Source: an optimization exercise on an open RTL-to-GDS flow (aim: small area). Production flows keep margins and buffers that such runs may drop. RTL that was checked went through simulation tests only; none was proved equivalent to the original. Only the layout flow was run in runs 2 and 3; the RTL was not checked for function there.

## flow/design.v (module list and top-level ports; edited modules follow where they fit)
// module oc8051_top: 483 lines
// module oc8051_alu: 240 lines
// module oc8051_multiply: 28 lines
// module oc8051_divide: 41 lines
// module oc8051_ram_top: 111 lines
// module oc8051_ram_ao3n: 5 lines
// module oc8051_ram_nd2: 5 lines
// module oc8051_ram_256x8_two_bist: 37 lines
// module oc8051_alu_src_sel: 60 lines
// module oc8051_comp: 17 lines
// module oc8051_cy_select: 15 lines
// module oc8051_indi_addr: 47 lines
// module lp805x_sfrbuse: 21 lines
// module lp805x_sfrbusd: 14 lines
// module lp805x_syncg: 44 lines
// module myfifo: 26 lines
// module rwctl: 26 lines
// module sync2: 17 lines
// module oc8051_ports: 92 lines
// module oc8051_memory_interface: 655 lines
// module oc8051_sfr: 332 lines
// module oc8051_acc: 47 lines
// module oc8051_b_register: 21 lines
// module oc8051_sp: 40 lines
// module oc8051_dptr: 35 lines
// module oc8051_psw: 40 lines
// module oc8051_int: 219 lines
// module oc8051_tc: 138 lines
// module oc8051_tc2: 141 lines
// module oc8051_decoder: 2480 lines
module oc8051_top (
		wb_rst_i, 
		wb_clk_i,
		wbi_adr_o, 
		wbi_dat_i, 
		wbi_stb_o, 
		wbi_ack_i, 
		wbi_cyc_o, 
		wbi_err_i,
		wbd_dat_i, 
		wbd_dat_o,
		wbd_adr_o, 
		wbd_we_o, 
		wbd_ack_i,
		wbd_stb_o, 
		wbd_cyc_o, 
		wbd_err_i,
		p0_i,
		p0_o,
		p1_i,
		p1_o,
		t0_i, t1_i,
		t2_i, t2ex_i,
		ea_in
		);
  // ...
==> flow/flow/run.sh <==
#!/bin/bash
# Layout flow: the standard flow (standard.sh) with these changes:
#  - synthesis: ABC maps the logic with an area-oriented script (flow/area.script)
#    instead of ORFS's speed script; registers are mapped exactly as in the
#    standard synthesis (ABC only maps the combinational logic);
#  - synthesis keeps two tiny cells of the internal RAM (oc8051_ram_ao3n, the
#    read multiplexer's AND-OR-invert, and oc8051_ram_nd2, the row keep NAND)
#    as their own modules, so ABC maps each to one library cell; the standard flow's
#    synthesis wrapper flattens them afterwards, as usual;
#  - the few flip-flops that synthesis leaves with generated instance names get
#    the names the standard synthesis gives them (flow/rename_flops.py), so every
#    register keeps its standard name;
#  - port buffers: the smallest buffer (buf_1) instead of the default choice;
set -euo pipefail
W=$PWD
R=$W/orfs/results/sky130hd/oc8051_top/base

# 1. the standard synthesis, for the flip-flop names
bash standard.sh synth > "$W/flow_std_synth.log" 2>&1
cp "$R/1_2_yosys.v" "$W/std_1_2_yosys.v"
rm -f "$R/1_2_yosys.v" "$R/1_2_yosys.sdc" "$R/1_synth.odb" "$R/1_synth.sdc"

# 2. the area-oriented synthesis: ORFS's synth.tcl with the ABC script swapped
#    right after its preamble, inside the standard flow's synthesis wrapper
sed "s#^source \$::env(SCRIPTS_DIR)/synth_preamble.tcl\$#source \$::env(SCRIPTS_DIR)/synth_preamble.tcl\nset abc_args [lreplace \$abc_args 1 1 $W/flow/area.script]#" \
  "$FLOW_HOME/scripts/synth.tcl" > "$W/synth_area.tcl"
grep -q "flow/area.script" "$W/synth_area.tcl"
sed "s#\$::env(SCRIPTS_DIR)/synth.tcl#$W/synth_area.tcl#" synth_recipe.tcl > "$W/synth_recipe_area.tcl"
grep -q "synth_area.tcl" "$W/synth_recipe_area.tcl"
ARGS=(SYNTH_SCRIPT="$W/synth_recipe_area.tcl" SYNTH_KEEP_MODULES="oc8051_ram_ao3n oc8051_ram_nd2")
bash standard.sh "${ARGS[@]}" "$R/1_2_yosys.v" > "$W/flow_synth.log" 2>&1
cp "$R/1_2_yosys.v" "$W/area_1_2_yosys.v"

# 3. standard flip-flop names
python3 "$W/flow/rename_flops.py" "$W/std_1_2_yosys.v" "$R/1_2_yosys.v" > "$W/flow_rename.log" 2>&1

# 4. the rest of the flow
CTS="-sink_clustering_enable -repair_clock_nets -sink_clustering_size 12 -sink_clustering_max_diameter 80 -buf_list sky130_fd_sc_hd__clkbuf_8 -dont_use_dummy_load"
bash standard.sh "${ARGS[@]}" CTS_ARGS="$CTS" BUFFER_PORTS_ARGS="-buffer_cell sky130_fd_sc_hd__buf_1" finish > "$W/flow_make.log" 2>&1

# the layout's netlist must still carry the renamed flip-flops
python3 - "$W/std_1_2_yosys.v" "$R/6_final.v" > "$W/flow_check.log" 2>&1 <<'PY'
import re, sys
ff = re.compile(r'^\s*(sky130_fd_sc_hd__(?:df|edf|sdf|dl)\w*)\s+(\S+)\s*\(', re.M)
a = {n for _, n in ff.findall(open(sys.argv[1]).read())}
b = {n for _, n in ff.findall(open(sys.argv[2]).read())}
print(len(a), len(b), sorted(a - b)[:5], sorted(b - a)[:5])
PY
==> flow/flow/area.script <==
&get -n
&st
&syn2
&synch2
&dch -f
&put
amap
topo
==> flow/flow/rename_flops.py <==
#!/usr/bin/env python3
"""Give the flip-flops of a netlist the instance names the standard synthesis gave them.

usage: rename_flops.py STANDARD.v MINE.v

Flip-flops are paired by the name of the net on their Q pin (or, when that net has
no name of its own, the net on their D pin), and must have the same cell type up to
drive strength. Only flip-flops whose names differ are renamed; the script fails if
any flip-flop cannot be paired one to one.
"""
import re, sys

INST = re.compile(r'^(\s*)(sky130_fd_sc_hd__\w+)\s+(\S+)\s*\(\s*$')
FF = re.compile(r'^sky130_fd_sc_hd__(df|edf|sdf|dl)\w*$')


def parse(path):
    lines = open(path).read().split('\n')
    insts = []  # (line index, cell, name, pins)
    i = 0
    while i < len(lines):
        m = INST.match(lines[i])
        if m:
            j = i
            body = []
            while not lines[j].rstrip().endswith(');'):
                j += 1
                body.append(lines[j])
            pins = dict(re.findall(r'\.(\w+)\(\s*([^()]*?)\s*\)', ' '.join(body)))
            insts.append((i, m.group(2), m.group(3), pins))
            i = j
        i += 1
    return lines, insts


def auto(net):
    return net is None or re.fullmatch(r'_\d+_', net) is not None


def key(cell, pins):
    base = re.sub(r'_\d+$', '', cell)
    q = pins.get('Q')
    if not auto(q):
        return (base, 'Q', q)
    d = pins.get('D')
    if not auto(d):
        return (base, 'D', d)
    return None


def main():
    _, std = parse(sys.argv[1])
    lines, mine = parse(sys.argv[2])
    std_ff = [(c, n, p) for _, c, n, p in std if FF.match(c)]
    my_ff = [(i, c, n, p) for i, c, n, p in mine if FF.match(c)]
    if len(std_ff) != len(my_ff):
        sys.exit(f'flip-flop counts differ: {len(std_ff)} vs {len(my_ff)}')
    std_names = {n for _, n, _ in std_ff}
    by_key = {}
    for c, n, p in std_ff:
        k = key(c, p)
        if k is not None:
            by_key.setdefault(k, []).append(n)
    used = {n for _, _, n, _ in mine}
    renames = {}
    for i, c, n, p in my_ff:
        if n in std_names:
            continue
        k = key(c, p)
        cands = by_key.get(k, []) if k else []
        if len(cands) != 1:
            sys.exit(f'cannot pair flip-flop {n} ({c}, {p})')
        renames[i] = (n, cands[0])
    targets = [t for _, t in renames.values()]
    if len(set(targets)) != len(targets):
        sys.exit('two flip-flops paired with one name')
    # move any other instance out of the way of a new name
    taken = set(targets)
    fresh = 0
    for i, c, n, p in mine:
        if n in taken and i not in renames:
            while f'_rn{fresh}_' in used:
                fresh += 1
            new = f'_rn{fresh}_'
            used.add(new)
            renames[i] = (n, new)
    for i, (old, new) in renames.items():
        m = INST.match(lines[i])
        lines[i] = f'{m.group(1)}{m.group(2)} {new} ('
    open(sys.argv[2], 'w').write('\n'.join(lines))
    # check
    _, after = parse(sys.argv[2])
    names = [n for _, _, n, _ in after]
    if len(names) != len(set(names)):
        sys.exit('duplicate instance names after renaming')
    if {n for _, c, n, _ in after if FF.match(c)} != std_names:
        sys.exit('flip-flop names still differ')
    print(f'renamed {len(renames)} instances')


main()
==> flow/standard.sh <==
#!/bin/bash
# synth_recipe.tcl (not shown) runs the flow's synth.tcl, then flattens the netlist and writes it again
# the make line also repeats each setting of config.mk as NAME=value (left out here)
make -C /OpenROAD-flow-scripts/flow DESIGN_CONFIG=/design/flow/config.mk WORK_HOME=/design/flow/orfs CLKGATE_MAP_FILE= SYNTH_SCRIPT=/design/flow/synth_recipe.tcl "${@:-finish}"
==> flow/config.mk <==
export PLATFORM = sky130hd
export DESIGN_NAME = oc8051_top
export DESIGN_NICKNAME = oc8051_top
export VERILOG_FILES = /design/flow/design.v
export SDC_FILE = /design/flow/constraint.sdc
export NUM_CORES = 4
export LEC_CHECK = 0
export CAP_MARGIN = 35
export CORE_MARGIN = 2
export CORE_UTILIZATION = 65
export CTS_BUF_LIST = sky130_fd_sc_hd__clkbuf_8
export CTS_CLUSTER_DIAMETER = 80
export CTS_CLUSTER_SIZE = 12
export PLACE_DENSITY = 0.75
export SLEW_MARGIN = 35
==> flow/constraint.sdc <==
create_clock -name core_clock -period 20.0 [get_ports {wb_clk_i}]
set_input_delay 4.0000 -clock core_clock [delete_from_list [all_inputs] [get_ports {wb_clk_i}]]
set_output_delay 4.0000 -clock core_clock [all_outputs]
set_load 0.01 [all_outputs]
==> impl_metrics.tcl, run 1 <==
set metrics [dict create \
    status "complete, no violations" \
    boundaryPins 128 \
    setup_violations 0 \
    numCtsBuffers 277 \
    via_count 111000 \
    die-height_um 419 \
    wl_met3_um 65500 \
    synth_compound_area_share_pct 33.7 \
    final_common_cell "dfxtp_1" \
    r2r-end "oc8051_sfr1.data_outd[0]$_DFFE_PN0P_" \
    synth_area_leaders "dfxtp_1 38%, o22a_1 16%, dfrtp_1 12%, a222oi_1 6.4%, nor2_1 4.6%" \
    drtAntennaViolNets 0 \
    utilization_pct 71.0 \
    multi_input_area_share_pct 43.1 \
    fp.dieW_um 419 \
    cts_tree "done" \
    worstMarginPinSlew_ns 1.07 \
    core_region_area_um2 171000 \
    htree_levels 5 \
    use_met2_pct 72.8 \
    port-buffer-count 123 \
    synth_common_cells "2,115 x dfxtp_1, 2,101 x o22a_1, 1,358 x nor2_1, 783 x clkinv_1, 717 x a222oi_1" \
    wl_per_cell_um 32.8 \
    seq_share_pct 46.8 \
    maxUsedRoutingLayer "met5" \
    synth_edf_count 29 \
    signal_buffers 399 \
    synthArstFlopShare_pct 20.2 \
    cts_resized 0 \
    muxShareOfSynthArea_pct 0 \
    r2r_cells 53 \
    post_drt_via_cell_ratio 7.96 \
]
==> module oc8051_top, before the edit <==
module oc8051_top (
		wb_rst_i, 
		wb_clk_i,
		wbi_adr_o, 
		wbi_dat_i, 
		wbi_stb_o, 
		wbi_ack_i, 
		wbi_cyc_o, 
		wbi_err_i,
		wbd_dat_i, 
		wbd_dat_o,
		wbd_adr_o, 
		wbd_we_o, 
		wbd_ack_i,
		wbd_stb_o, 
		wbd_cyc_o, 
		wbd_err_i,
		p0_i,
		p0_o,
		p1_i,
		p1_o,
		t0_i, t1_i,
		t2_i, t2ex_i,
		ea_in
		);
input				wb_rst_i,		 
					wb_clk_i;		 
wire				wb_rst_s;
wire				wb_rst_w;
wire				wb_clk_s;				  
wire           int0_i,		 
					int1_i;		 
assign int0_i = 1'b1;
assign int1_i = 1'b1;
input				ea_in;		 
		input   			wbi_ack_i,	 
							wbi_err_i;	 
		input [31:0]	wbi_dat_i;	 
		output	      wbi_stb_o,	 
							wbi_cyc_o;	 
		output [15:0]	wbi_adr_o;	 
		output 			wbd_we_o,	 
							wbd_stb_o,	 
							wbd_cyc_o;	 
wire        iack_i,
				istb_o;
wire [31:0]	idat_i;
wire [15:0] iadr_o;
	input [7:0]		wbd_dat_i;	 
	input				wbd_ack_i,	 
						wbd_err_i;	 
	output [7:0]	wbd_dat_o;	 
	output [15:0]	wbd_adr_o;	 
	input  [7:0]  p0_i;		 
	output [7:0]  p0_o;		 
	input  [7:0]  p1_i;		 
	output [7:0]  p1_o;		 
	input         t0_i,		 
					  t1_i;		 
	input         t2_i,		 
					  t2ex_i;		
wire [7:0]	dptr_hi,
				dptr_lo, 
				ri, 
				data_out,
            op1,
            op2,
				op3,
            acc,
				acc_bypass,
            p0_out,
				p1_out,
				p2_out,
				p3_out,
            sp,
            sp_w;
wire [31:0] idat_onchip;
wire [15:0] pc,dptr;
assign wbd_cyc_o = wbd_stb_o;
wire [1:0]  src_sel3;
wire [1:0]  wr_sfr;
wire [2:0]  src_sel2;
wire [2:0]  ram_rd_sel,	 
            ram_wr_sel;	 
wire [3:0]  src_sel1;
wire [7:0]  ram_data,
            ram_out,	 
				wr_dat,
            wr_addr,	 
            rd_addr;	 
wire [7:0] 	sfr_out;
wire [7:0] 	sfr_out_s;
wire        sfr_bit_s;				
wire        sfr_bit;
wire [1:0]  cy_sel,	 
            bank_sel;
wire        rom_addr_sel,	 
            rmw,
				ea_int;
wire        reti,
            intr,
				int_ack,
				istb;
wire [7:0]  int_src;
wire        mem_wait;
wire [2:0]  mem_act;
wire [3:0]  alu_op;	 
wire [1:0]  psw_set;     
wire [7:0]  src1,	 
            src2,	 
            src3,	 
				des_acc,
				des1,	 
				des2;	 
wire        desCy,	 
            desAc,
				desOv,	 
				alu_cy,
				wr,		 
				wr_o;
wire        rd,		 
            pc_wr;
wire [2:0]  pc_wr_sel;	 
wire [7:0]  op1_n,  
            op2_n,
				op3_n;
wire [1:0]  comp_sel;	 
wire        eq,		 
            srcAc,
				cy,
				wr_ind,
				comp_wait;
wire [2:0]  op1_cur;
wire        bit_addr,	 
            bit_data,	 
				bit_out,	 
				bit_addr_o,
				wait_data;
reg 			wr_bit_r;
always @(posedge wb_clk_s or posedge wb_rst_w)
begin
  if (wb_rst_w) begin
    wr_bit_r <= 1'b0;
  end else begin
    wr_bit_r <= bit_addr_o;
  end
end
	assign 
		wb_rst_s = ~wb_rst_i,
		wb_clk_s = wb_clk_i;
	assign wb_rst_w = wb_rst_s;
wire sfr_wait;	
wire [7:0] opcs;
oc8051_decoder oc8051_decoder1(.clk(wb_clk_s), 
                               .rst(wb_rst_w), 
			       .op_in(op1_n), 
			       .op1_c(op1_cur),
			       .ram_rd_sel_o(ram_rd_sel), 
			       .ram_wr_sel_o(ram_wr_sel), 
			       .bit_addr(bit_addr),
			       .src_sel1(src_sel1),
			       .src_sel2(src_sel2),
			       .src_sel3(src_sel3),
			       .alu_op_o(alu_op),
			       .psw_set(psw_set),
			       .cy_sel(cy_sel),
			       .wr_o(wr),
			       .pc_wr(pc_wr),
			       .pc_sel(pc_wr_sel),
			       .comp_sel(comp_sel),
			       .eq(eq),
			       .wr_sfr_o(wr_sfr),
			       .rd(rd),
			       .rmw(rmw),
			       .istb(istb),
			       .mem_act(mem_act),
			       .mem_wait(mem_wait),
			       .wait_data(wait_data | sfr_wait),
					 .op_cur(opcs));
wire [7:0] sub_result;
oc8051_alu oc8051_alu1(.rst(wb_rst_w),
                       .clk(wb_clk_s),
		       .op_code(alu_op),
		       .src1(src1),
		       .src2(src2),
		       .src3(src3),
		       .srcCy(alu_cy),
		       .srcAc(srcAc),
		       .des_acc(des_acc),
		       .sub_result(sub_result),
		       .des1(des1),
		       .des2(des2),
		       .desCy(desCy),
		       .desAc(desAc),
		       .desOv(desOv),
		       .bit_in(bit_out));
oc8051_ram_top oc8051_ram_top1(.clk(wb_clk_s),
                               .rst(wb_rst_w),
			       .rd_addr(rd_addr),
			       .rd_data(ram_data),
			       .wr_addr(wr_addr),
			       .bit_addr(bit_addr_o),
			       .wr_data(wr_dat),
			       .wr(wr_o && (!wr_addr[7] || wr_ind)),
			       .bit_data_in(desCy),
			       .bit_data_out(bit_data)
			       );
oc8051_alu_src_sel oc8051_alu_src_sel1(.clk(wb_clk_s),
                                       .rst(wb_rst_w),
				       .rd(rd),
				       .sel1(src_sel1),
				       .sel2(src_sel2),
				       .sel3(src_sel3),
				       .acc(acc),
				       .ram(ram_out),
				       .pc(pc),
				       .dptr({dptr_hi, dptr_lo}),
				       .op1(op1_n),
				       .op2(op2_n),
				       .op3(op3_n),
				       .src1(src1),
				       .src2(src2),
				       .src3(src3));
oc8051_comp oc8051_comp1(.sel(comp_sel),
                         .eq(eq),
			 .b_in(bit_out),
			 .cy(cy),
			 .acc(acc),
			 .des(sub_result)
			 );
	assign ea_int = 1'b1;
	assign idat_onchip = 32'h0;
oc8051_cy_select oc8051_cy_select1(.cy_sel(cy_sel), 
                                   .cy_in(cy), 
				   .data_in(bit_out),
				   .data_out(alu_cy));
oc8051_indi_addr oc8051_indi_addr1 (.clk(wb_clk_s), 
                                    .rst(wb_rst_w), 
				    .wr_addr(wr_addr),
				    .data_in(wr_dat),
				    .wr(wr_o),
				    .wr_bit(bit_addr_o), 
				    .ri_out(ri),
				    .sel(op1_cur[0]),
				    .bank(bank_sel));
wire need_sync;
	wire [19:0] sfr_bus_1e;
	wire [19:0] sfr_bus_1;
	wire [8:0] sfr_bus_1p;
	wire [8:0] sfr_bus_1c;
	wire sfr_get;
	wire sfr_rrdy;
	wire sfr_wrdy;
	wire sfr_put;
	reg sfr_pget;
	reg sfr_preput;
	reg sfr_pput;
	reg sfr_postget;
	wire sfr_pwrdy;
	wire sfr_prrdy;
	wire od;
	wire sfr_bit1;
	wire [7:0] sfr_out1;
	assign
		sfr_bit =  sfr_bit_s | (sfr_postget ? sfr_bus_1p[0] : 1'b0),
		sfr_out =  sfr_out_s | (sfr_postget ? sfr_bus_1p[8:1] : 8'h00);
	always @(posedge wb_clk_s)
	if ( wb_rst_w)
		sfr_pput <= 0;
	else
		sfr_pput <= sfr_preput;
	always @(posedge wb_clk_s)
	if ( wb_rst_w)
		sfr_postget <= 1'b0;
	else
		sfr_postget <= sfr_get;
	always @(posedge wb_clk_s)
	begin
		if ( wb_rst_w)
		begin
			sfr_pget <= 0;
			sfr_preput <= 0;
		end
		else if ( sfr_prrdy)
		begin
			sfr_pget <= 1;
			sfr_preput <= 0;
		end
		else if ( sfr_pget & sfr_pwrdy & sfr_bus_1[0])
		begin
			sfr_pget <= 0;
			sfr_preput <= 1;
		end
		else if ( sfr_preput)
		begin
			sfr_preput <= 0;
		end
	end
	lp805x_sfrbuse sfrbus_1
	(
		.clk(wb_clk_s),
		.wr_addr(wr_addr[7:0]),
		.rd_addr(rd_addr[7:0]),
		.data_in(wr_dat),
		.wr(wr_o && !wr_ind),
		.bit_in(desCy),
		.wr_bit(wr_bit_r),
		.load( need_sync),
		.sfr_bus( sfr_bus_1e)
   );
	lp805x_sfrbusd sfrbus_1d
	(
		.clk(wb_clk_s),
		.data_out( sfr_out1),
		.bit_out( sfr_bit1),
		.load( od),
		.sfr_bus( sfr_bus_1p)
   );
	lp805x_syncg #(.DATA_WIDTH(9)) sync_1fp
	(
		.wclk(wb_clk_s),
		.wrst(wb_rst_w),
		.data_in(sfr_bus_1p),
		.wput(sfr_pput),
		.wrdy(sfr_pwrdy),
		.rclk(wb_clk_s),
		.rrst(wb_rst_w),
		.data_out(sfr_bus_1c),
		.rget(sfr_get),
		.rrdy(sfr_rrdy)
	);
	lp805x_syncg #(.DATA_WIDTH(20)) sync_1tp
	(
		.wclk(wb_clk_s),
		.wrst(wb_rst_w),
		.data_in(sfr_bus_1e),
		.wput(sfr_put),
		.wrdy(sfr_wrdy),
		.rclk(wb_clk_s),
		.rrst(wb_rst_w),
		.data_out(sfr_bus_1),
		.rget(sfr_pget),
		.rrdy(sfr_prrdy)
	);
  oc8051_ports oc8051_ports1(
				.output_data( od),
				.clk(wb_clk_s),
				.rst(wb_rst_w),
				.bit_out( sfr_bit1),
				.data_out( sfr_out1),
				.wval( sfr_bus_1[19:12]),
				.widx( sfr_bus_1[11:9]),
				.wbit( sfr_bus_1[8]),
				.w1( sfr_bus_1[7]),
				.w0( sfr_bus_1[6]),
				.ridx( sfr_bus_1[5:3]),
				.r1b( sfr_bus_1[2]),
				.r0b( sfr_bus_1[1]),
				.p0_out(p0_o),
				.p0_in(p0_i),
				.p1_out(p1_o),
				.p1_in(p1_i),
				.rmw(rmw));
oc8051_memory_interface oc8051_memory_interface1
		(
			.clk(wb_clk_s), 
         .rst(wb_rst_w),
			.wr_i(wr), 
			.wr_o(wr_o), 
			.wr_bit_i(bit_addr), 
			.wr_bit_o(bit_addr_o), 
			.wr_dat(wr_dat),
			.des_acc(des_acc),
			.des1(des1),
			.des2(des2),
			.rd_addr(rd_addr),
			.wr_addr(wr_addr),
			.wr_ind(wr_ind),
			.bit_in(bit_data),
			.in_ram(ram_data),
			.sfr(sfr_out),
			.sfr_bit(sfr_bit),
			.bit_out(bit_out),
			.iram_out(ram_out),
			.iack_i(iack_i),
			.iadr_o(iadr_o),
			.idat_i(idat_i),
			.istb_o(istb_o),
			.idat_onchip(idat_onchip),
			.dadr_o(wbd_adr_o),
			.ddat_o(wbd_dat_o),
			.dwe_o(wbd_we_o),
			.dstb_o(wbd_stb_o),
			.ddat_i(wbd_dat_i),
			.dack_i(wbd_ack_i),
			.rd_sel(ram_rd_sel),
			.wr_sel(ram_wr_sel),
			.rn({bank_sel, op1_cur}),
			.rd(rd),
			.mem_act(mem_act),
			.mem_wait(mem_wait),
			.ea(ea_in),
			.ea_int(ea_int),
			.op1_out(op1_n),
			.op2_out(op2_n),
			.op3_out(op3_n),
			.intr(intr), 
			.int_v(int_src), 
			.int_ack(int_ack), 
			.istb(istb),
			.reti(reti),
			.pc_wr_sel(pc_wr_sel), 
			.pc_wr(pc_wr & comp_wait),
			.pc(pc),
			.sp_w(sp_w), 
			.dptr({dptr_hi, dptr_lo}),
			.dptr_bypass( dptr),
			.ri(ri), 
			.acc(acc),
			.acc_bypass(acc_bypass),
			.sp(sp),
			.sfr_put(sfr_put),
			.sfr_get(sfr_get),
			.sfr_wrdy(sfr_wrdy),
			.sfr_rrdy(sfr_rrdy),
			.need_sync(need_sync),
			.sfr_wait(sfr_wait),
			.op_cur(opcs)
		);
wire ntf0,ntr0;
assign ntf0 = 1'b0;
assign ntr0 = 1'b0;
oc8051_sfr oc8051_sfr1(
				.rst(wb_rst_w), 
				.clk(wb_clk_s), 
		      .adr0(rd_addr[7:0]), 
		      .adr1(wr_addr[7:0]),
		      .data_out(sfr_out_s),
		      .dat1(wr_dat),
		      .dat2(des2),
		      .des_acc(des_acc),
		      .we(wr_o && !wr_ind),
		      .bit_in(desCy),
		      .bit_out(sfr_bit_s), 
		      .wr_bit(bit_addr_o),
		      .ram_rd_sel(ram_rd_sel),
		      .ram_wr_sel(ram_wr_sel),
		      .wr_sfr(wr_sfr),
		      .comp_sel(comp_sel),
		      .comp_wait(comp_wait),
		      .acc(acc),
				.acc_bypass(acc_bypass),
		      .sp(sp), 
		      .sp_w(sp_w),
		      .bank_sel(bank_sel), 
		      .desAc(desAc), 
		      .desOv(desOv), 
		      .psw_set(psw_set),
		      .srcAc(srcAc), 
		      .cy(cy),
		       .int_ack(int_ack),
		       .intr(intr),
		       .int0(int0_i),
		       .int1(int1_i),
		       .reti(reti),
		       .int_src(int_src),
				 .ntf(ntf0),
				 .ntr(ntr0),
		       .t0(t0_i),
		       .t1(t1_i),
		       .t2(t2_i),
		       .t2ex(t2ex_i),
		       .dptr_hi(dptr_hi),
		       .dptr_lo(dptr_lo),
				 .dptr(dptr),
		       .wait_data(wait_data)
		       );
    assign wbi_adr_o = iadr_o    ;
    assign idat_i    = wbi_dat_i ;
    assign wbi_stb_o = 1'b1      ;
    assign iack_i    = wbi_ack_i ;
    assign wbi_cyc_o = 1'b1      ;
endmodule
==> module oc8051_ram_top, before the edit <==
module oc8051_ram_top (clk, 
                       rst, 
		       rd_addr, 
		       rd_data, 
		       wr_addr, 
		       bit_addr, 
		       wr_data, 
		       wr, 
		       bit_data_in, 
		       bit_data_out
		       );
parameter ram_aw = 8;  
input clk, wr, bit_addr, bit_data_in, rst;
input [7:0] wr_data;
input [7:0] rd_addr, wr_addr;
output bit_data_out;
output [7:0] rd_data;
reg [7:0] wr_data_m;
reg [7:0] rd_addr_m, wr_addr_m;
reg        bit_addr_r;
reg  [2:0] bit_select;
assign bit_data_out = rd_data[bit_select];
reg           pw_wr,
              pw_wr_n;
reg    [7:0]  pw_addr,
              pw_addr_n,
              pw_dat;
reg    [7:0]  rd_addr_r;
reg           zero_r;
reg    [2047:0] mem_q;
always @(posedge clk)
begin
  pw_wr     <= wr;
  pw_wr_n   <= !wr;
  pw_addr   <= wr_addr_m;
  pw_addr_n <= ~wr_addr_m;
  pw_dat    <= wr_data_m;
  zero_r    <= rst;
  rd_addr_r <= rd_addr_m;
end
wire [15:0] wr_hi = pw_wr ? (16'h1 << pw_addr[7:4]) : 16'h0;
wire [15:0] wr_lo = 16'h1 << pw_addr[3:0];
wire [15:0] kp_hi = !pw_wr_n ? (16'h1 << ~pw_addr_n[7:4]) : 16'h0;
wire [15:0] kp_lo = 16'h1 << ~pw_addr_n[3:0];
genvar gr;
generate
  for (gr = 0; gr < 256; gr = gr + 1) begin : g_row
    wire row_wr   = wr_hi[gr / 16] & wr_lo[gr % 16];
    wire row_keep;
    oc8051_ram_nd2 u_keep(.a(kp_hi[gr / 16]), .b(kp_lo[gr % 16]), .y(row_keep));
    always @(posedge clk)
      mem_q[gr*8 +: 8] <= (mem_q[gr*8 +: 8] | {8{row_wr}}) & ({8{row_keep}} | pw_dat);
  end
endgenerate
wire [15:0]  rd_hi = 16'h1 << rd_addr_r[7:4];
wire [15:0]  rd_lo = 16'h1 << rd_addr_r[3:0];
wire [255:0] rd_sel;
wire [7:0]   rd_mux;
genvar gs, gb, gt;
generate
  for (gs = 0; gs < 256; gs = gs + 1) begin : g_sel
    assign rd_sel[gs] = rd_hi[gs / 16] & rd_lo[gs % 16];
  end
  for (gb = 0; gb < 8; gb = gb + 1) begin : g_rbit
    wire [85:0] t;
    for (gt = 0; gt < 85; gt = gt + 1) begin : g_t
      oc8051_ram_ao3n u_ao(.a(mem_q[(3*gt)*8+gb]),   .b(rd_sel[3*gt]),
                           .c(mem_q[(3*gt+1)*8+gb]), .d(rd_sel[3*gt+1]),
                           .e(mem_q[(3*gt+2)*8+gb]), .f(rd_sel[3*gt+2]),
                           .y(t[gt]));
    end
    assign t[85] = !(mem_q[255*8+gb] & rd_sel[255]);
    assign rd_mux[gb] = !(&t);
  end
endgenerate
wire [7:0] rd_cell = rd_mux;
assign rd_data = zero_r ? 8'h00 :
                 (pw_wr && (pw_addr == rd_addr_r)) ? pw_dat : rd_cell;
always @(posedge clk)
  if (rst) begin
    bit_addr_r <= 1'b0;
    bit_select <= 3'b0;
  end else begin
    bit_addr_r <= bit_addr;
    bit_select <= rd_addr[2:0];
  end
always @(rd_addr or bit_addr)
  casex ( {bit_addr, rd_addr[7]} )  
      2'b0?: rd_addr_m = rd_addr;
      2'b10: rd_addr_m = {4'b0010, rd_addr[6:3]};
      2'b11: rd_addr_m = {1'b1, rd_addr[6:3], 3'b000};
  endcase
always @(wr_addr or bit_addr_r)
  casex ( {bit_addr_r, wr_addr[7]} )  
      2'b0?: wr_addr_m = wr_addr;
      2'b10: wr_addr_m = {8'h00, 4'b0010, wr_addr[6:3]};
      2'b11: wr_addr_m = {8'h00, 1'b1, wr_addr[6:3], 3'b000};
  endcase
always @(rd_data or bit_select or bit_data_in or wr_data or bit_addr_r)
  casex ( {bit_addr_r, bit_select} )  
      4'b0_???: wr_data_m = wr_data;
      4'b1_000: wr_data_m = {rd_data[7:1], bit_data_in};
      4'b1_001: wr_data_m = {rd_data[7:2], bit_data_in, rd_data[0]};
      4'b1_010: wr_data_m = {rd_data[7:3], bit_data_in, rd_data[1:0]};
      4'b1_011: wr_data_m = {rd_data[7:4], bit_data_in, rd_data[2:0]};
      4'b1_100: wr_data_m = {rd_data[7:5], bit_data_in, rd_data[3:0]};
      4'b1_101: wr_data_m = {rd_data[7:6], bit_data_in, rd_data[4:0]};
      4'b1_110: wr_data_m = {rd_data[7], bit_data_in, rd_data[5:0]};
      4'b1_111: wr_data_m = {bit_data_in, rd_data[6:0]};
  endcase
endmodule
==> module lp805x_sfrbuse, before the edit <==
module lp805x_sfrbuse(
	 input clk,
    input [7:0] wr_addr,
    input [7:0] rd_addr,
    input [7:0] data_in,
    input wr,
    input bit_in,
    input wr_bit,
	 input load,
	 output reg [19:0] sfr_bus
    );
	wire w0 = wr & (wr_bit ? (wr_addr[7:3] == 5'b10000) : (wr_addr == 8'h80));
	wire w1 = wr & (wr_bit ? (wr_addr[7:3] == 5'b10010) : (wr_addr == 8'h90));
	wire [19:0] sfr_bus_;
	assign
		sfr_bus_ = { wr_bit ? {8{bit_in}} : data_in, wr_addr[2:0], wr_bit, w1, w0,
						rd_addr[2:0], (rd_addr[7:3] == 5'b10010), (rd_addr[7:3] == 5'b10000), !wr };
	always @(posedge clk)
		if ( load)
			sfr_bus <= sfr_bus_;
endmodule
==> module lp805x_sfrbusd, before the edit <==
module lp805x_sfrbusd(
	 input clk,
    input [7:0] data_out,
    input bit_out,
	 input load,
	 output reg [8:0] sfr_bus
    );
	 wire [8:0] sfr_bus_;
	assign
		sfr_bus_ = { data_out, bit_out };
	always @(posedge clk)
		if ( load)
			sfr_bus <= sfr_bus_;
endmodule
==> module myfifo, before the edit <==
module myfifo(
	wclk,
	we,
	waddr,
	wdata,
	rclk,
	rrst,
	rd,
	raddr,
	rdata
	);
	parameter DATA_WIDTH = 40;
	parameter ADDR_WIDTH = 1;
	input wclk,we;
	input [DATA_WIDTH-1:0] wdata;
	input [ADDR_WIDTH-1:0] waddr;
	input rclk,rd;
	input rrst;
	output reg [DATA_WIDTH-1:0] rdata;
	input [ADDR_WIDTH-1:0] raddr;
	always @(posedge rclk)
		if ( rrst)
			rdata <= 0;
		else if ( rd)
			rdata <= wdata;
endmodule
==> module oc8051_ports, before the edit <==
module oc8051_ports(
			output_data,
			clk,
			rst,
			bit_out,
			data_out,
			w0,
			w1,
			wbit,
			widx,
			wval,
			r0b,
			r1b,
			ridx,
			p0_out,
			p0_in,
			p1_out,
			p1_in,
			rmw);
input        clk,	 
             rst,	 
             w0,	 
             w1,	 
             wbit,	 
             r0b,	 
             r1b,	 
             rmw;	 
input  [2:0] widx,	 
             ridx;	 
input  [7:0] wval;	 
output       bit_out;
output [7:0] data_out;
output       output_data;
input  [7:0] p0_in;
output [7:0] p0_out;
reg    [7:0] p0_out;
wire   [7:0] p0_data;
assign p0_data = rmw ? p0_out : p0_in;
input  [7:0] p1_in;
output [7:0] p1_out;
reg    [7:0] p1_out;
wire   [7:0] p1_data;
assign p1_data = rmw ? p1_out : p1_in;
always @(posedge clk or posedge rst)
begin
  if (rst) begin
    p0_out <= 8'b1111_1111;
    p1_out <= 8'b1111_1111;
  end else begin
    if (w0) begin
      if (wbit)
        p0_out[widx] <= wval[0];
      else
        p0_out <= wval;
    end
    if (w1) begin
      if (wbit)
        p1_out[widx] <= wval[0];
      else
        p1_out <= wval;
    end
  end
end
reg bit_outc;
reg bit_outd;
assign bit_out = bit_outc ? bit_outd : 1'b0;
always @(posedge clk or posedge rst)
begin
  if (rst)
    {bit_outc,bit_outd} <= {1'b0,1'b0};
  else if (r0b)
    {bit_outc,bit_outd} <= {1'b1,p0_data[ridx]};
  else if (r1b)
    {bit_outc,bit_outd} <= {1'b1,p1_data[ridx]};
  else
    {bit_outc,bit_outd} <= {1'b0,1'b0};
end
reg output_data;
reg [7:0] data_read;
always @(posedge clk or posedge rst)
begin
  if (rst)
    {output_data,data_read} <= {1'b0,8'h0};
  else if (r0b && (ridx == 3'b000))
    {output_data,data_read} <= {1'b1,p0_data};
  else if (r1b && (ridx == 3'b000))
    {output_data,data_read} <= {1'b1,p1_data};
  else
    {output_data,data_read} <= {1'b0,8'h0};
end
assign data_out = output_data ? data_read : 8'h00;
endmodule
==> run 2: changes to the inputs <==
--- a/flow/design.v
+++ b/flow/design.v
@@ -241,18 +241,18 @@
 				    .wr_addr(wr_addr),
 				    .data_in(wr_dat),
 				    .wr(wr_o),
 				    .wr_bit(bit_addr_o), 
 				    .ri_out(ri),
 				    .sel(op1_cur[0]),
 				    .bank(bank_sel));
 wire need_sync;
-	wire [19:0] sfr_bus_1e;
-	wire [19:0] sfr_bus_1;
+	wire [28:0] sfr_bus_1e;
+	wire [28:0] sfr_bus_1;
 	wire [8:0] sfr_bus_1p;
 	wire [8:0] sfr_bus_1c;
 	wire sfr_get;
 	wire sfr_rrdy;
 	wire sfr_wrdy;
 	wire sfr_put;
 	reg sfr_pget;
 	reg sfr_preput;
@@ -283,35 +283,37 @@
 			sfr_pget <= 0;
 			sfr_preput <= 0;
 		end
 		else if ( sfr_prrdy)
 		begin
 			sfr_pget <= 1;
 			sfr_preput <= 0;
 		end
-		else if ( sfr_pget & sfr_pwrdy & sfr_bus_1[0])
+		else if ( sfr_pget & sfr_pwrdy & sfr_bus_1[3])
 		begin
 			sfr_pget <= 0;
 			sfr_preput <= 1;
 		end
 		else if ( sfr_preput)
 		begin
 			sfr_preput <= 0;
 		end
 	end
 	lp805x_sfrbuse sfrbus_1
 	(
 		.clk(wb_clk_s),
 		.wr_addr(wr_addr[7:0]),
 		.rd_addr(rd_addr[7:0]),
 		.data_in(wr_dat),
 		.wr(wr_o && !wr_ind),
+		.rd(!(wr_o && !wr_ind)),
 		.bit_in(desCy),
 		.wr_bit(wr_bit_r),
+		.rd_bit(1'b1),
 		.load( need_sync),
 		.sfr_bus( sfr_bus_1e)
    );
 	lp805x_sfrbusd sfrbus_1d
 	(
 		.clk(wb_clk_s),
 		.data_out( sfr_out1),
 		.bit_out( sfr_bit1),
@@ -326,48 +328,48 @@
 		.wput(sfr_pput),
 		.wrdy(sfr_pwrdy),
 		.rclk(wb_clk_s),
 		.rrst(wb_rst_w),
 		.data_out(sfr_bus_1c),
 		.rget(sfr_get),
 		.rrdy(sfr_rrdy)
 	);
-	lp805x_syncg #(.DATA_WIDTH(20)) sync_1tp
+	lp805x_syncg #(.DATA_WIDTH(29)) sync_1tp
 	(
 		.wclk(wb_clk_s),
 		.wrst(wb_rst_w),
 		.data_in(sfr_bus_1e),
 		.wput(sfr_put),
 		.wrdy(sfr_wrdy),
 		.rclk(wb_clk_s),
 		.rrst(wb_rst_w),
 		.data_out(sfr_bus_1),
 		.rget(sfr_pget),
 		.rrdy(sfr_prrdy)
 	);
   oc8051_ports oc8051_ports1(
 				.output_data( od),
 				.clk(wb_clk_s),
-				.rst(wb_rst_w),
+            .rst(wb_rst_w),
+			   .bit_in( sfr_bus_1[2]),
 				.bit_out( sfr_bit1),
+			   .data_in( sfr_bus_1[12:5]),
 				.data_out( sfr_out1),
-				.wval( sfr_bus_1[19:12]),
-				.widx( sfr_bus_1[11:9]),
-				.wbit( sfr_bus_1[8]),
-				.w1( sfr_bus_1[7]),
-				.w0( sfr_bus_1[6]),
-				.ridx( sfr_bus_1[5:3]),
-				.r1b( sfr_bus_1[2]),
-				.r0b( sfr_bus_1[1]),
-				.p0_out(p0_o),
-				.p0_in(p0_i),
-				.p1_out(p1_o),
-				.p1_in(p1_i),
-				.rmw(rmw));
+			   .wr( sfr_bus_1[4]),
+				.rd( sfr_bus_1[3]),
+			   .wr_bit( sfr_bus_1[1]),
+				.rd_bit( sfr_bus_1[0]),
+			   .wr_addr( sfr_bus_1[28:21]),
+				.rd_addr( sfr_bus_1[20:13]),
+			   .p0_out(p0_o),
+			   .p0_in(p0_i),
+			   .p1_out(p1_o),
+			   .p1_in(p1_i),
+			   .rmw(rmw));
 oc8051_memory_interface oc8051_memory_interface1
 		(
 			.clk(wb_clk_s), 
          .rst(wb_rst_w),
 			.wr_i(wr), 
 			.wr_o(wr_o), 
 			.wr_bit_i(bit_addr), 
 			.wr_bit_o(bit_addr_o), 
@@ -810,83 +812,52 @@
 parameter ram_aw = 8;  
 input clk, wr, bit_addr, bit_data_in, rst;
 input [7:0] wr_data;
 input [7:0] rd_addr, wr_addr;
 output bit_data_out;
 output [7:0] rd_data;
 reg [7:0] wr_data_m;
 reg [7:0] rd_addr_m, wr_addr_m;
-reg        bit_addr_r;
+wire       rd_en;
+reg        bit_addr_r,
+           rd_en_r;
+reg  [7:0] wr_data_r;
+wire [7:0] rd_data_m;
 reg  [2:0] bit_select;
 assign bit_data_out = rd_data[bit_select];
-reg           pw_wr,
-              pw_wr_n;
-reg    [7:0]  pw_addr,
-              pw_addr_n,
-              pw_dat;
-reg    [7:0]  rd_addr_r;
-reg           zero_r;
-reg    [2047:0] mem_q;
-always @(posedge clk)
-begin
-  pw_wr     <= wr;
-  pw_wr_n   <= !wr;
-  pw_addr   <= wr_addr_m;
-  pw_addr_n <= ~wr_addr_m;
-  pw_dat    <= wr_data_m;
-  zero_r    <= rst;
-  rd_addr_r <= rd_addr_m;
-end
-wire [15:0] wr_hi = pw_wr ? (16'h1 << pw_addr[7:4]) : 16'h0;
-wire [15:0] wr_lo = 16'h1 << pw_addr[3:0];
-wire [15:0] kp_hi = !pw_wr_n ? (16'h1 << ~pw_addr_n[7:4]) : 16'h0;
-wire [15:0] kp_lo = 16'h1 << ~pw_addr_n[3:0];
-genvar gr;
-generate
-  for (gr = 0; gr < 256; gr = gr + 1) begin : g_row
-    wire row_wr   = wr_hi[gr / 16] & wr_lo[gr % 16];
-    wire row_keep;
-    oc8051_ram_nd2 u_keep(.a(kp_hi[gr / 16]), .b(kp_lo[gr % 16]), .y(row_keep));
-    always @(posedge clk)
-      mem_q[gr*8 +: 8] <= (mem_q[gr*8 +: 8] | {8{row_wr}}) & ({8{row_keep}} | pw_dat);
-  end
-endgenerate
-wire [15:0]  rd_hi = 16'h1 << rd_addr_r[7:4];
-wire [15:0]  rd_lo = 16'h1 << rd_addr_r[3:0];
-wire [255:0] rd_sel;
-wire [7:0]   rd_mux;
-genvar gs, gb, gt;
-generate
-  for (gs = 0; gs < 256; gs = gs + 1) begin : g_sel
-    assign rd_sel[gs] = rd_hi[gs / 16] & rd_lo[gs % 16];
-  end
-  for (gb = 0; gb < 8; gb = gb + 1) begin : g_rbit
-    wire [85:0] t;
-    for (gt = 0; gt < 85; gt = gt + 1) begin : g_t
-      oc8051_ram_ao3n u_ao(.a(mem_q[(3*gt)*8+gb]),   .b(rd_sel[3*gt]),
-                           .c(mem_q[(3*gt+1)*8+gb]), .d(rd_sel[3*gt+1]),
-                           .e(mem_q[(3*gt+2)*8+gb]), .f(rd_sel[3*gt+2]),
-                           .y(t[gt]));
-    end
-    assign t[85] = !(mem_q[255*8+gb] & rd_sel[255]);
-    assign rd_mux[gb] = !(&t);
-  end
-endgenerate
-wire [7:0] rd_cell = rd_mux;
-assign rd_data = zero_r ? 8'h00 :
-                 (pw_wr && (pw_addr == rd_addr_r)) ? pw_dat : rd_cell;
+assign rd_data = rd_en_r ? wr_data_r: rd_data_m;
+assign rd_en   = (rd_addr_m == wr_addr_m) & wr;
+oc8051_ram_256x8_two_bist oc8051_idata(
+                           .clk     ( clk        ),
+                           .rst     ( rst        ),
+			   .rd_addr ( rd_addr_m  ),
+			   .rd_data ( rd_data_m  ),
+			   .rd_en   ( !rd_en     ),
+			   .wr_addr ( wr_addr_m  ),
+			   .wr_data ( wr_data_m  ),
+			   .wr_en   ( 1'b1       ),
+			   .wr      ( wr         )
+			   );
 always @(posedge clk)
   if (rst) begin
     bit_addr_r <= 1'b0;
     bit_select <= 3'b0;
   end else begin
     bit_addr_r <= bit_addr;
     bit_select <= rd_addr[2:0];
   end
+always @(posedge clk)
+  if (rst) begin
+    rd_en_r    <= 1'b0;
+    wr_data_r  <= 8'h0;
+  end else begin
+    rd_en_r    <= rd_en;
+    wr_data_r  <= wr_data_m;
+  end
 always @(rd_addr or bit_addr)
   casex ( {bit_addr, rd_addr[7]} )  
       2'b0?: rd_addr_m = rd_addr;
       2'b10: rd_addr_m = {4'b0010, rd_addr[6:3]};
       2'b11: rd_addr_m = {1'b1, rd_addr[6:3], 3'b000};
   endcase
 always @(wr_addr or bit_addr_r)
   casex ( {bit_addr_r, wr_addr[7]} )  
@@ -902,26 +873,16 @@
       4'b1_010: wr_data_m = {rd_data[7:3], bit_data_in, rd_data[1:0]};
       4'b1_011: wr_data_m = {rd_data[7:4], bit_data_in, rd_data[2:0]};
       4'b1_100: wr_data_m = {rd_data[7:5], bit_data_in, rd_data[3:0]};
       4'b1_101: wr_data_m = {rd_data[7:6], bit_data_in, rd_data[4:0]};
       4'b1_110: wr_data_m = {rd_data[7], bit_data_in, rd_data[5:0]};
       4'b1_111: wr_data_m = {bit_data_in, rd_data[6:0]};
   endcase
 endmodule
-module oc8051_ram_ao3n (a, b, c, d, e, f, y);
-input  a, b, c, d, e, f;
-output y;
-assign y = !((a & b) | (c & d) | (e & f));
-endmodule
-module oc8051_ram_nd2 (a, b, y);
-input  a, b;
-output y;
-assign y = !(a & b);
-endmodule
 `timescale 1ns/10ps
 module oc8051_ram_256x8_two_bist (
                      clk,
                      rst,
 		     rd_addr,
 		     rd_data,
 		     rd_en,
 		     wr_addr,
@@ -1100,40 +1061,40 @@
 endmodule
 `timescale 1ns / 1ps
 module lp805x_sfrbuse(
 	 input clk,
     input [7:0] wr_addr,
     input [7:0] rd_addr,
     input [7:0] data_in,
     input wr,
+    input rd,
     input bit_in,
     input wr_bit,
+    input rd_bit,
 	 input load,
-	 output reg [19:0] sfr_bus
+	 output reg [28:0] sfr_bus
     );
-	wire w0 = wr & (wr_bit ? (wr_addr[7:3] == 5'b10000) : (wr_addr == 8'h80));
-	wire w1 = wr & (wr_bit ? (wr_addr[7:3] == 5'b10010) : (wr_addr == 8'h90));
-	wire [19:0] sfr_bus_;
-	assign
-		sfr_bus_ = { wr_bit ? {8{bit_in}} : data_in, wr_addr[2:0], wr_bit, w1, w0,
-						rd_addr[2:0], (rd_addr[7:3] == 5'b10010), (rd_addr[7:3] == 5'b10000), !wr };
+	 wire [28:0] sfr_bus_;
+	assign 
+		sfr_bus_ = { wr_addr, rd_addr, data_in, 
+						wr, rd, bit_in, wr_bit, rd_bit };
 	always @(posedge clk)
 		if ( load)
 			sfr_bus <= sfr_bus_;
 endmodule
 module lp805x_sfrbusd(
 	 input clk,
     input [7:0] data_out,
     input bit_out,
 	 input load,
 	 output reg [8:0] sfr_bus
     );
 	 wire [8:0] sfr_bus_;
-	assign
+	assign 
 		sfr_bus_ = { data_out, bit_out };
 	always @(posedge clk)
 		if ( load)
 			sfr_bus <= sfr_bus_;
 endmodule
 `timescale 1ns / 1ps
 module lp805x_syncg(
 		wclk,
@@ -1194,21 +1155,25 @@
 	parameter ADDR_WIDTH = 1;
 	input wclk,we;
 	input [DATA_WIDTH-1:0] wdata;
 	input [ADDR_WIDTH-1:0] waddr;
 	input rclk,rd;
 	input rrst;
 	output reg [DATA_WIDTH-1:0] rdata;
 	input [ADDR_WIDTH-1:0] raddr;
+	reg [DATA_WIDTH-1:0] buff [0:(1<<ADDR_WIDTH)-1];  
+	always @(posedge wclk)
+		if ( we)
+			buff[waddr] <= wdata;
 	always @(posedge rclk)
 		if ( rrst)
 			rdata <= 0;
 		else if ( rd)
-			rdata <= wdata;
+			rdata <= buff[raddr];
 endmodule
 module rwctl( clk, rst, ld, rdy, en, ptr, q2_ptr);
 	input clk,rst;
 	input ld;
 	input q2_ptr;
 	output rdy;
 	output ptr;
 	output en;
@@ -1245,104 +1210,106 @@
 		end else begin
 			ff1 <= in;
 			ff2 <= ff1;
 		end
 	end
 endmodule
 `timescale 1ns/10ps
 module oc8051_ports(
-			output_data,
-			clk,
-			rst,
+output_data,
+			clk, 
+         rst,
+			bit_in,
 			bit_out,
+		   data_in,
 			data_out,
-			w0,
-			w1,
-			wbit,
-			widx,
-			wval,
-			r0b,
-			r1b,
-			ridx,
-			p0_out,
-			p0_in,
-			p1_out,
-			p1_in,
-			rmw);
-input        clk,	 
-             rst,	 
-             w0,	 
-             w1,	 
-             wbit,	 
-             r0b,	 
-             r1b,	 
-             rmw;	 
-input  [2:0] widx,	 
-             ridx;	 
-input  [7:0] wval;	 
-output       bit_out;
+		   wr, 
+		   wr_bit,
+			rd,
+			rd_bit,
+		   wr_addr, 
+			rd_addr,
+		    p0_out,
+          p0_in,
+		    p1_out,
+		    p1_in,
+		   rmw);
+input   clk,	 
+        rst,	 
+	     wr,	 
+		  rd,
+	     wr_bit,	 
+		  rd_bit,
+	     bit_in,	 
+	     rmw;	 
+output 	bit_out;
+input [7:0]  wr_addr,	 
+				 rd_addr,
+             data_in; 	 
 output [7:0] data_out;
-output       output_data;
-input  [7:0] p0_in;
-output [7:0] p0_out;
-reg    [7:0] p0_out;
-wire   [7:0] p0_data;
-assign p0_data = rmw ? p0_out : p0_in;
-input  [7:0] p1_in;
-output [7:0] p1_out;
-reg    [7:0] p1_out;
-wire   [7:0] p1_data;
-assign p1_data = rmw ? p1_out : p1_in;
+reg [7:0] data_read;
+output output_data;
+  input  [7:0] p0_in;
+  output [7:0] p0_out;
+  wire    [7:0] p0_data;
+  reg    [7:0] p0_out;
+  assign p0_data = rmw ? p0_out : p0_in;
+  input  [7:0] p1_in;
+  output [7:0] p1_out;
+  wire    [7:0] p1_data;
+  reg    [7:0] p1_out;
+  assign p1_data = rmw ? p1_out : p1_in;
 always @(posedge clk or posedge rst)
 begin
   if (rst) begin
     p0_out <= 8'b1111_1111;
     p1_out <= 8'b1111_1111;
-  end else begin
-    if (w0) begin
-      if (wbit)
-        p0_out[widx] <= wval[0];
-      else
-        p0_out <= wval;
-    end
-    if (w1) begin
-      if (wbit)
-        p1_out[widx] <= wval[0];
-      else
-        p1_out <= wval;
+  end else if (wr) begin
+    if (!wr_bit) begin
+      case (wr_addr)
+        8'h80: p0_out <= data_in;
+        8'h90: p1_out <= data_in;
+      endcase
+    end else begin
+      case (wr_addr[7:3])
+        5'b10000: p0_out[wr_addr[2:0]] <= bit_in;
+        5'b10010: p1_out[wr_addr[2:0]] <= bit_in;
+      endcase
     end
   end
 end
+wire bit_out;
 reg bit_outc;
 reg bit_outd;
 assign bit_out = bit_outc ? bit_outd : 1'b0;
 always @(posedge clk or posedge rst)
 begin
   if (rst)
-    {bit_outc,bit_outd} <= {1'b0,1'b0};
-  else if (r0b)
-    {bit_outc,bit_outd} <= {1'b1,p0_data[ridx]};
-  else if (r1b)
-    {bit_outc,bit_outd} <= {1'b1,p1_data[ridx]};
+   {bit_outc,bit_outd} <= {1'b0,1'b0};
   else
-    {bit_outc,bit_outd} <= {1'b0,1'b0};
+   if ( rd_bit)
+    case (rd_addr[7:3])
+      5'b10000:    {bit_outc,bit_outd} <= {1'b1,p0_data[rd_addr[2:0]]};
+      5'b10010:    {bit_outc,bit_outd} <= {1'b1,p1_data[rd_addr[2:0]]};
+	default:		{bit_outc,bit_outd} <= {1'b0,1'b0};
+    endcase
 end
 reg output_data;
-reg [7:0] data_read;
 always @(posedge clk or posedge rst)
 begin
-  if (rst)
+  if (rst) begin
     {output_data,data_read} <= {1'b0,8'h0};
-  else if (r0b && (ridx == 3'b000))
-    {output_data,data_read} <= {1'b1,p0_data};
-  else if (r1b && (ridx == 3'b000))
-    {output_data,data_read} <= {1'b1,p1_data};
+	end
   else
-    {output_data,data_read} <= {1'b0,8'h0};
+    case (rd_addr)
+      8'h80: 		{output_data,data_read} <= {1'b1,p0_data};
+      8'h90: 		{output_data,data_read} <= {1'b1,p1_data};
+      default:             {output_data,data_read} <= {1'b0,8'h0};
+    endcase
 end
 assign data_out = output_data ? data_read : 8'h00;
 endmodule
 `timescale 1ns/10ps
 module oc8051_memory_interface (clk, rst,
      wr_i,
      wr_bit_i,
      rd_sel,
@@ -1931,17 +1898,17 @@
     rd_addr_r <= rd_addr[7]; 
     dack_ir   <= dack_i & dstb_o;
     sp_r      <= sp;
     pc_wr_r   <= pc_wr && (pc_wr_sel != 3'b001);
     pc_wr_r2  <= pc_wr_r;
   end
 reg need_syncr;
 reg need_syncw;
-assign need_sync = (need_syncr | need_syncw) & !sfr_stall;
+assign need_sync = need_syncr | need_syncw | sfr_stall;
 always @(*)
 begin
 	need_syncr = 0;
 	if ( rd_sel == 3'b010)
 	begin
 		case ( rd_addr)
 		8'h80:
 			need_syncr = 1;
==> flow/run.sh (new file) <==
#!/bin/bash
# synth_recipe.tcl (not shown) runs the flow's synth.tcl, then flattens the netlist and writes it again
# the make line also repeats each setting of config.mk as NAME=value (left out here)
make -C /OpenROAD-flow-scripts/flow DESIGN_CONFIG=/design/flow/config.mk WORK_HOME=/design/flow/orfs CLKGATE_MAP_FILE= SYNTH_SCRIPT=/design/flow/synth_recipe.tcl finish
==> flow/config.mk (replaced) <==
export PLATFORM = sky130hd
export DESIGN_NAME = oc8051_top
export DESIGN_NICKNAME = oc8051_top
export VERILOG_FILES = /design/flow/design.v
export SDC_FILE = /design/flow/constraint.sdc
export NUM_CORES = 4
export LEC_CHECK = 0
export CAP_MARGIN = 20
export CORE_MARGIN = 2
export CORE_UTILIZATION = 40
export PLACE_DENSITY = 0.6
export SLEW_MARGIN = 20
removed: flow/flow/run.sh
removed: flow/flow/area.script
removed: flow/flow/rename_flops.py
removed: flow/standard.sh
==> run 2 against run 1 <==
Effect of this change:
- critical path depth fell by 17
- non-clock buffer count grew 3
- register-to-register slack better by 2.6 ns
- final cell count grew 13%
- synthesized cell count up 1.2%
- clock skew is 0.022 ns lower
- sequential share of layout area grew 7.6 points
- cell area increased by 20%
- hold slack improved by 0.0017 ns
- synthesized area grew 16%
==> impl_metrics.tcl, run 2 <==
set metrics [dict create \
    status "complete, no violations" \
    drive_gt1_share_pct 9.42 \
    fin_area_um2 145000 \
    ys_types 129 \
    cts.path.max_buffers 4 \
    avgSynthCellArea_um2 11.6 \
    setup_violations 0 \
    yosysTopAreaCellShare_pct 49.7 \
    cts_resized 0 \
    grt_overflow 0 \
    max_cap_violations 0 \
    via_count 96900 \
    synth_common_cells "2,141 x edfxtp_1, 1,799 x nand2_1, 847 x nor2_1, 733 x a21oi_1, 596 x mux2i_1" \
    cts-root-buf "clkbuf_16" \
    hold_violations 0 \
    fp.dieW_um 573 \
    wirelength_um 460000 \
    crit_type "register to output port" \
    core_region_area_um2 321000 \
    place_area_um2 135000 \
    antenna_found_initial 10 \
    synthArstFlopShare_pct 19.8 \
    synth_edf_count 2141 \
    syn-cell-area_um2 129000 \
    wl_per_cell_um 29.2 \
    yosys_warnings 32 \
    ctsHoldBuffers 0 \
    rows 208 \
    setup_ws_ns 4.64 \
    drv_slew 0 \
    boundaryPins 128 \
    postCtsSetupBuffers 0 \
    grtUsageTotal_pct 27.3 \
    crit_path_start_kind "register" \
    drc_errors 0 \
    synth_area_leaders "edfxtp_1 50%, dfrtp_1 10%, nand2_1 5.2%, mux2i_1 4.6%, a21oi_1 2.8%" \
    drtAntennaViolNets 0 \
    critPathTopFamily "compound AO/OA/AOI/OAI gates" \
    synthFlopType "edfxtp_1" \
    first_global_vias 91900 \
    worst-r2r-setup-slack_ns 7.17 \
    largest-register "oc8051_ram_top1.oc8051_idata.buff" \
    start_util_pct 40.2 \
    crit_buf_inv 2 \
    critPathMaxFanout 12 \
    rsz0062_at_grt "no" \
    insertion_delay_ns 0.96 \
    synth_seq_cells 2743 \
    post_drt_via_cell_ratio 6.16 \
    syn_inst 11200 \
    dieArea_um2 328000 \
    die-height_um 573 \
    max_freq_mhz 65.1 \
    end_kind "output port" \
    cts.clk_slew.worst_paths_ns 0.06 \
    min_period_ns 15.36 \
    required_ns 16.00 \
    maxSlewHeadroom_pct 18.2 \
    fin_nets 11400 \
    layout_common_cells "2,141 x edfxtp_1, 1,798 x nand2_1, 838 x nor2_1" \
    hpwl_um 299000 \
    cts_tree "done" \
    port-buffer-count 123 \
    clock_skew_ns 0.0893 \
    critical-path-max-stage-delay_ns 0.86 \
    numCtsBuffers 303 \
    slowest_stage "nor2b_1" \
    largest_reg_flops 2048 \
    min_path_type "register to register" \
    grt_max_degree 256 \
    worstPathArrival_ns 11.36 \
    syn_to_final_growth_pct 12.4 \
    drt-initial-drc-count 12600 \
    largestRegisters "oc8051_ram_top1.oc8051_idata.buff: 2048 flops, oc8051_indi_addr1.buff: 64 flops, sync_1tp.fifo_1.buff: 56 flops" \
    yosys.area.top_type "edfxtp_1" \
    htree_levels 5 \
    post-route-period-util_pct 76.8 \
    place_congestion 0.996 \
    grt_pass1_wl_um 658000 \
    tns_ns 0 \
    final_common_cell "edfxtp_1" \
    firstDrtPassIters 7 \
    worstMarginPinSlew_ns 1.22 \
    fillCellCount 29000 \
    seq_area_frac_synth_pct 61.2 \
    yosysMostFrequentCell "edfxtp_1" \
    place_ws_ns 5.03 \
    cts_sinks 2743 \
]
## run 2: cell types whose count changed in the layout (fill, tap and decap cells not counted), sizes merged, moves of 650 or more
| cell | before | now |
|---|---|---|
| nand2 | 634 | 1804 |
| edfxtp | 29 | 2141 |
| o22a | 2101 | 7 |
| a222oi | 717 | 20 |
| clkinv | 782 | 132 |
| dfxtp | 2115 | 58 |
## run 2: layout make-up
cell class | count | area (um2) | share of cell area, %
Tap cell | 4305 | 5390 | 3.71
Antenna cell | 11 | 27.5 | 0.0189
Clock buffer | 378 | 8060 | 5.54
Timing Repair Buffer | 402 | 3580 | 2.46
Sequential cell | 2743 | 79100 | 54.4
Multi-Input combinational cell | 7492 | 46500 | 32.0
Inverter | 235 | 887 | 0.610
Clock inverter | 169 | 1790 | 1.23
## run 2: cell families (layout without fill, tap and decap cells)
family / Yosys count / in the layout / share of synthesized area, %
AO/OA/AOI/OAI: 2489 / 2489 / 12.6
XOR/XNOR: 138 / 138 / 0.935
adder cells (fa/ha/maj): 168 / 168 / 1.77
buffers and inverters: 936 / 1184 / 3.13
flip-flops: 2743 / 2743 / 61.2
multiplexers: 759 / 759 / 6.82
other: 1 / 13 / 0.00290
AND/OR/NAND/NOR: 3936 / 3936 / 13.6
## run 2: final timing paths
kind | end | depth (start not counted) | startpoint
worst max-delay path | wbi_adr_o[5] | 30 | oc8051_memory_interface1.rd_addr_r$_DFF_PN0_
worst min-delay path | sync_1tp.syncrtow.ff2$_DFF_PN0_ | 0 | sync_1tp.syncrtow.ff1$_DFF_PN0_
worst max register to register | oc8051_ram_top1.oc8051_idata.rd_data[6]$_SDFFE_PN0N_ | 36 | oc8051_memory_interface1.rd_addr_r$_DFF_PN0_
worst min register to register | sync_1tp.syncrtow.ff2$_DFF_PN0_ | 0 | sync_1tp.syncrtow.ff1$_DFF_PN0_
max in group asynchronous | oc8051_sfr1.oc8051_tc1.tf1_1$_DFFE_PN0P_ | 4 | wb_rst_i
min in group asynchronous | oc8051_memory_interface1.pc[7]$_DFFE_PN0P_ | 1 | wb_rst_i
## run 2: per-layer routing
layer	track usage, %	share of wire [%]
met5	0	0.0096
met4	12.7	5.3
met3	5.29	9.6
met2	42.7	45
met1	36.7	40
## run 2: per-stage QoR
stage / cells / hold WS [ns] / util (%)
floorplan: 11200 / 0.331 / -
global placement: 15200 / 0.333 / 42.1
detailed placement: 15200 / 0.340 / 42.1
CTS: 15700 / 0.351 / 45.2
global route: 15700 / 0.354 / 45.2
finish: 15700 / 0.352 / 45.2
## run 2: worst reg2reg max path, delay by kind of cell (launching register included)
family | cells | cell delay [ns]
compound gates | 12 | 4.35
xor+xnor | 1 | 0.17
fa+ha+maj | 2 | 0.54
buf+inv | 8 | 2.47
flops | 1 | 0.42
mux | 4 | 2.04
simple gates | 9 | 2.77
==> run 3: changes to the inputs <==
--- a/flow/config.mk
+++ b/flow/config.mk
@@ -9,4 +9,5 @@
 export CORE_MARGIN = 2
-export CORE_UTILIZATION = 40
-export PLACE_DENSITY = 0.6
+export CORE_UTILIZATION = 65
+export CTS_BUF_LIST = sky130_fd_sc_hd__clkbuf_8
+export PLACE_DENSITY = 0.75
 export SLEW_MARGIN = 20
==> run 3 against run 2 <==
Effect of this change:
- still clean
- cell area decreased by 2.9%
- hold slack got worse by 0.040 ns
- sequential share of layout area increased by 1.6 points
- non-clock buffer count decreased by 6
- die area decreased by 38%
- clock-buffer cell count increased by 90
- critical endpoint unchanged
- largest cell class unchanged
==> impl_metrics.tcl, run 3 <==
set metrics [dict create \
    status "complete, no violations" \
    rsz0062_at_grt "no" \
    synth_seq_cells 2743 \
    first_global_vias 95100 \
    drt-initial-drc-count 15900 \
    synthFlopType "edfxtp_1" \
    drv_slew 0 \
    syn_to_final_growth_pct 9.22 \
    firstDrtPassIters 11 \
    yosysMostFrequentCell "edfxtp_1" \
    max_freq_mhz 65.3 \
    largest-register "oc8051_ram_top1.oc8051_idata.buff" \
    clock_skew_ns 0.125 \
    hpwl_um 285000 \
    cts.clk_slew.worst_paths_ns 0.06 \
    grt_pass1_wl_um 638000 \
    post_drt_via_cell_ratio 6.96 \
    largest_reg_flops 2048 \
    synth_edf_count 2141 \
    syn-cell-area_um2 129000 \
    post-route-period-util_pct 76.6 \
    fillCellCount 13400 \
    cts_sinks 2743 \
    final_common_cell "edfxtp_1" \
    r2r_start "oc8051_ram_top1.rd_en_r$_SDFF_PN0_" \
    avgSynthCellArea_um2 11.6 \
    setup_ws_ns 4.68 \
    fin_nets 11500 \
    drc_errors 0 \
    yosys.area.top_type "edfxtp_1" \
    cts-root-buf "clkbuf_8" \
    cts_tree "done" \
    yosys_warnings 32 \
    hold_violations 0 \
    holdWs_ns 0.312 \
    cp-endpoint "wbi_adr_o[5]" \
    place_congestion 1.02 \
    htree_levels 5 \
    die-height_um 450 \
    postCtsSetupBuffers 0 \
    critPathMaxFanout 11 \
    core_region_area_um2 197000 \
    largestRegisters "oc8051_ram_top1.oc8051_idata.buff: 2048 flops, oc8051_indi_addr1.buff: 64 flops, sync_1tp.fifo_1.buff: 56 flops" \
    wl_per_cell_um 30.7 \
    numCtsBuffers 433 \
    hold_start "sync_1tp.syncrtow.ff1$_DFF_PN0_" \
    setup_violations 0 \
    min_period_ns 15.32 \
    slowest_stage "dfxtp_1" \
    critical-path-max-stage-delay_ns 0.70 \
    wirelength_um 438000 \
    syn_inst 11200 \
    worst-r2r-setup-slack_ns 6.39 \
    crit_top_cell "o21ai_0" \
    synth_common_cells "2,141 x edfxtp_1, 1,799 x nand2_1, 847 x nor2_1, 733 x a21oi_1, 596 x mux2i_1" \
    seq_area_frac_synth_pct 61.2 \
    drive_gt1_share_pct 10.1 \
    dieArea_um2 202000 \
    via_count 99400 \
    utilization_pct 71.5 \
    rows 163 \
    grtUsageTotal_pct 42.7 \
    synth_area_leaders "edfxtp_1 50%, dfrtp_1 10%, nand2_1 5.2%, mux2i_1 4.6%, a21oi_1 2.8%" \
    r2r_cells 35 \
    crit_type "register to output port" \
    drtAntennaViolNets 0 \
    synthArstFlopShare_pct 19.8 \
    required_ns 16.00 \
    max_cap_violations 0 \
    start_util_pct 65.5 \
    worstMarginPinSlew_ns 1.33 \
    maxSlewHeadroom_pct 9.95 \
    antenna_found_initial 11 \
    layout_common_cells "2,141 x edfxtp_1, 1,798 x nand2_1, 841 x nor2_1" \
    insertion_delay_ns 1.15 \
    worstPathArrival_ns 11.32 \
    grt_max_degree 199 \
    cts.path.max_buffers 4 \
    ys_types 129 \
    min_path_type "register to register" \
    cts_resized 0 \
    grt_overflow 0 \
    crit_start "sfr_postget$_SDFF_PN0_" \
    fp.dieW_um 450 \
    hold_depth 0 \
    tns_ns 0 \
    ctsHoldBuffers 0 \
    port-buffer-count 123 \
    r2r-end "oc8051_ram_top1.oc8051_idata.rd_data[3]$_SDFFE_PN0N_" \
    place_ws_ns 5.23 \
    yosysTopAreaCellShare_pct 49.7 \
    crit_path_start_kind "register" \
    boundaryPins 128 \
    end_kind "output port" \
]
==> run 3: cell counts after synthesis <==
No cell type changed its count.
==> run 3: critical path: cells and delay by family (launching register included) <==
kind | cells | cell delay, ns
DFF | 1 | 0.70
and+or+nand+nor | 8 | 2.87
AOI/OAI and AO/OA | 16 | 3.91
adders and majority gates | 2 | 0.66
buffers and inverters | 3 | 1.31
muxes | 2 | 0.71
==> run 3: cells by family after synthesis <==
family	after synthesis	share of synthesized area, %
and+or+nand+nor	3936	13.6
DFF	2743	61.2
AOI/OAI and AO/OA	2489	12.6
buffers and inverters	936	3.13
muxes	759	6.82
adders and majority gates	168	1.77
xor gates and xnor gates	138	0.935
other	1	0.00290
==> run 3: through the flow <==
step,instances,instance area (um2)
global route,14300,141000
global placement,13500,133000
CTS,14300,141000
detailed placement,13500,133000
floorplan,11200,129000
finish,14300,141000
==> run 3: how the worst min path moves through the flow <==
stage / endpoint
final: sync_1tp.syncrtow.ff2$_DFF_PN0_
after global routing: sync_1tp.syncrtow.ff2$_DFF_PN0_
after CTS: sync_1tp.syncrtow.ff2$_DFF_PN0_
after detailed placement: sync_1tp.syncrtow.ff2$_DFF_PN0_
after global placement: sync_1tp.syncrtow.ff2$_DFF_PN0_
after floorplan: oc8051_memory_interface1.pc_wr_r2$_DFF_PN0_
==> run 3: cell type report <==
cell class                 count  area [um2]  area share (%)
sequential                  2743       79100            56.0
clock buffer                 468        6440            4.56
tap                         2640        3300            2.34
multi-input combinational   7492       46500            32.9
timing repair buffer         396        3500            2.48
clock inverter               294        1450            1.03
inverter                     235         887           0.628
antenna                       14        35.0          0.0248
==> run 3: routing by layer <==
metal | up-vias | GRT usage [%] | routed length [um]
li1 | 42100 | - | -
met1 | 48100 | 55.5 | 153000
met2 | 7638 | 64.4 | 196000
met3 | 1623 | 10.5 | 54800
met4 | 6 | 28.5 | 34500
met5 | - | 0 | 42

-- port drivers added, routing unchanged --
How much do the figures lean on ideal ports? The routed layouts below were timed once more, with nothing changed but the port constraints. Step 1 (the two cells are an assumption about what drives the block):
set clk [get_ports {wb_clk_i}]
set_driving_cell -lib_cell sky130_fd_sc_hd__clkbuf_16 $clk
set_driving_cell -lib_cell sky130_fd_sc_hd__buf_2 [delete_from_list [all_inputs] $clk]
Step 2, shift: input delay + t, output delay - t, t = (earliest + latest rising clock arrival at the registers) / 2. This alone moves slack from input paths to output paths. Slacks: ideal ports / drivers / drivers and shift; pairs: ideal ports / drivers.
run | shift t [ns] | setup WS [ns] | worst data-port slew with drivers (ns)
run 1 | 1.141 | 2.289 / 2.198 / 3.043 | 0.04
run 2 | 1.013 | 4.636 / 4.534 / 5.075 | 0.06
run 3 | 1.192 | 4.681 / 4.576 / 4.712 | 0.06
After both steps every run listed still meets setup and hold.
